This is an optimization exercise on Yosys and OpenROAD, whose aim is small area and a short achievable clock period, not a production implementation.
RTL that was checked went through simulation tests only; none was proved equivalent to the original.
No activity file was given, so power comes from the tool's default toggle rates.

// alu_design
module alu_design #(parameter W = 16, parameter N = 4) (
  clock, reset, CE, INP_valid, MODE, CMD, OPA, OPB, CIN, ERR, RES, OV, COUT, G, L, E);
make LEC_CHECK=0 CAP_MARGIN=20 CORE_MARGIN=2 CORE_UTILIZATION=45 PLACE_DENSITY=0.6 SETUP_SLACK_MARGIN=2.5 SLEW_MARGIN=20 finish   # period 8.3 ns
run.sh (not shown) runs the stock make flow with config.mk's settings and CLKGATE_MAP_FILE= SYNTH_SCRIPT=/design/flow/synth_recipe.tcl, a recipe that flattens the netlist after the stock synthesis.
Change:
Settings changed: SETUP_SLACK_MARGIN 2.5 to default.
Outcome:
- core utilization goes down by 8.3 points
- hold slack is about the same
- maximum frequency goes down by 17%
- final area goes down by 14%
- total power goes down by 33%
- wire length goes down by 4.7%
- register-to-register slack gets worse by 1.3 ns
- global-route usage goes down by 0.54 points
- combinational power goes down by 39%
- sequential share of layout area goes up by 1.4 points
- first-iteration DRC count goes up by 22%
Change:
Settings changed: CORE_UTILIZATION 45 to 65, PLACE_DENSITY 0.6 to 0.75, SETUP_SLACK_MARGIN from default to 1.5.
=> The new run passed the timing, design-rule and antenna checks; wire length falls by 6.3%; sequential power stays flat; cell area rises by 1.7%; worst setup slack gets better by 0.89 ns; sequential share of layout area barely changes; cell count falls by 4.9%; maximum frequency rises by 13%; register-to-register slack gets better by 0.89 ns; power rises by 9.7%; sequential cell count does not change.
Change:
Settings changed: CORE_UTILIZATION 65 to 45, PLACE_DENSITY 0.75 to 0.6, SETUP_SLACK_MARGIN 1.5 to 4.
Result:
- The changed run finished with timing, DRC and antenna clean
- setup slack is better by 0.39 ns
- synthesized cell count does not change
- non-clock buffer count increases by 61


## run 1
alu_design, a different RTL version from the one above (not shown whole).
For scale: about 1900 cells after synthesis, roughly 81 I/O pins, ~17000 um^2 of cells after synthesis.
## alu_design
module alu_design #(parameter W = 16, parameter N = 4) (
  clock, reset, CE, INP_valid, MODE, CMD, OPA, OPB, CIN, ERR, RES, OV, COUT, G, L, E);
Settings: LEC_CHECK=0, CAP_MARGIN=20, CORE_MARGIN=2, CORE_UTILIZATION=65, PLACE_DENSITY=0.75, SETUP_SLACK_MARGIN=3.0, SLEW_MARGIN=20; clock period 8.3 ns.
Relative to run 1, the following input files were edited for run 2:
--- a/flow/config.mk
+++ b/flow/config.mk
@@ -10,3 +10,3 @@
-export CORE_UTILIZATION = 65
-export PLACE_DENSITY = 0.75
-export SETUP_SLACK_MARGIN = 3.0
+export CORE_UTILIZATION = 75
+export PLACE_DENSITY = 0.85
+export SETUP_SLACK_MARGIN = 2.5
==> comparison <==
Setup slack deteriorates in run 2 relative to run 1.
Delta (run 2 minus run 1): sum of routed wire length over all layers rose by 1.8%, growth of design area from synthesis to finish fell by 1.4 points, number of combinational gates with multiple inputs stayed essentially flat.
Between run 2 and run 1, critical path depth is higher for run 1, run 2 comes in under that.
Here is what was changed in the inputs of run 3 compared with run 2.
--- a/flow/config.mk
+++ b/flow/config.mk
@@ -10,2 +10,2 @@
-export CORE_UTILIZATION = 75
-export PLACE_DENSITY = 0.85
+export CORE_UTILIZATION = 65
+export PLACE_DENSITY = 0.75
==> run notes <==
- Run 3: flow completed, timing, DRC and antenna clean
- Post-layout utilization of the core: run 3 vs run 2 down 11 points
- Compared with run 2, the detailed router inserted fewer vias in run 3.
- Combinational share of power delta for run 3 relative to run 2: 0.2 points higher
- Run 2 -> run 3: synthesized area delta 0, exact match
No functional check of the RTL was part of any run of this note.


Another version of the RTL of alu_design (not shown whole).
For scale: about 100 flip-flops.
==> flow/design.v (excerpt) <==
module alu_design #(parameter W = 16, parameter N = 4) (
  clock, reset, CE, INP_valid, MODE, CMD, OPA, OPB, CIN, ERR, RES, OV, COUT, G, L, E);
  input clock;
  input reset;
  input CE;
  input [1:0] INP_valid;
  input MODE;
  input [N-1:0] CMD;
  input [W-1:0] OPA;
  input [W-1:0] OPB;
  input CIN;
  output reg ERR;
  output reg [2*W-1:0] RES;
  output reg OV;
  output reg COUT;
  output reg G;
  output reg L;
  output reg E;
wire i_v01 = (INP_valid == 2'b01);
wire i_v11 = (INP_valid == 2'b11);
wire i_rol  = ~MODE & i_v11 & (CMD == 4'b1100);
wire i_ror  = ~MODE & i_v11 & (CMD == 4'b1101);
wire i_shra = ~MODE & i_v01 & (CMD == 4'b1000);
wire i_shla = ~MODE & i_v01 & (CMD == 4'b1001);
wire i_mul  = MODE & i_v11 & ((CMD == 4'b1001) | (CMD == 4'b1010));
wire i_rotbad = |OPB[W-1:5];
wire i_rot  = (i_rol | i_ror) & ~i_rotbad;
wire i_oneh = i_rot | i_shra | i_shla;
wire [3:0] i_k = i_rol ? OPB[3:0] : i_ror ? (4'd0 - OPB[3:0]) : i_shla ? 4'd1 : 4'd15;
wire [W-1:0] i_b = i_oneh ? (16'd1 << i_k) : OPB;
reg i_err;
always @(*) begin
  i_err = 1'b1;
  if (MODE) begin
    case (INP_valid)
      2'b01: i_err = ~((CMD == 4'b0100) | (CMD == 4'b0101));
      2'b10: i_err = ~((CMD == 4'b0110) | (CMD == 4'b0111));
      2'b11: i_err = (CMD > 4'b1100) | (CMD[3:2] == 2'b01);
      default: i_err = 1'b1;
    endcase
  end else begin
    case (INP_valid)
      2'b01: i_err = ~((CMD == 4'b0110) | (CMD == 4'b1000) | (CMD == 4'b1001));
      2'b10: i_err = ~((CMD == 4'b0111) | (CMD == 4'b1010) | (CMD == 4'b1011));
      2'b11: i_err = ~((CMD <= 4'b0101) | (((CMD == 4'b1100) | (CMD == 4'b1101)) & ~i_rotbad));
      default: i_err = 1'b1;
    endcase
  end
end
  ...
clock: 8.3 ns
lec_check: 0
cap_margin: 20
core_margin: 2
core_utilization: 65
place_density: 0.75
setup_slack_margin: 3.5
slew_margin: 20
Rerun with:
Settings changed: SETUP_SLACK_MARGIN 3.5 to 1.5.
=> The new run passed the timing, design-rule and antenna checks; global-route usage decreases by 2.6 points; wire length is lower by 12%; synthesized cell count does not change; setup slack loses 0.46 ns; total power came out lower by 14%.
Rerun with:
Settings changed: SETUP_SLACK_MARGIN 1.5 to 2.5.
The new run finished clean.
Non-clock buffer count stays the same.
Register-to-register slack is better by 0.20 ns.
Routed wire length barely changes.
Utilization came out higher by 0.21 points.
No run of this note included a check of the RTL's function; only the layout flow was run.

==> separate check: timing with driven ports <==
The flow's constraints put no driver on any port. The routed layouts listed below were extracted and timed again, unchanged, in two steps. Step 1, drivers: a clkbuf_16 drives clock and a buf_2 each remaining input, both assumed. Step 2 moves the port delays by t, midway between the first and last clock arrival at a register: inputs arrive t later, outputs are due t later. That takes back most of the time a late clock gives input paths. Slacks: ideal ports / drivers / drivers and shift; pairs: ideal ports / drivers.
run	shift t [ns]	setup WS [ns]	worst slew at a driven data input, ns
the first run of note 1	0.401	2.022 / 2.022 / 2.022	0.04
the second run of note 1	0.402	0.736 / 0.736 / 0.736	0.06
the third run of note 1	0.391	1.624 / 1.624 / 1.624	0.03
the fourth run of note 1	0.391	2.013 / 2.013 / 2.013	0.04
run 1	0.408	2.961 / 2.911 / 2.742	0.06
run 2	0.414	2.728 / 2.679 / 2.412	0.04
run 3	0.409	2.723 / 2.673 / 2.333	0.06
the first run of note 3	0.413	2.855 / 2.803 / 3.216	0.04
the second run of note 3	0.415	2.399 / 2.347 / 2.519	0.04
the third run of note 3	0.416	2.656 / 2.604 / 2.719	0.04
After both steps setup and hold are still met in every run listed. The setup slack of run 3, which loses most, moves by -0.050 ns with the drivers and by -0.390 ns with both steps.
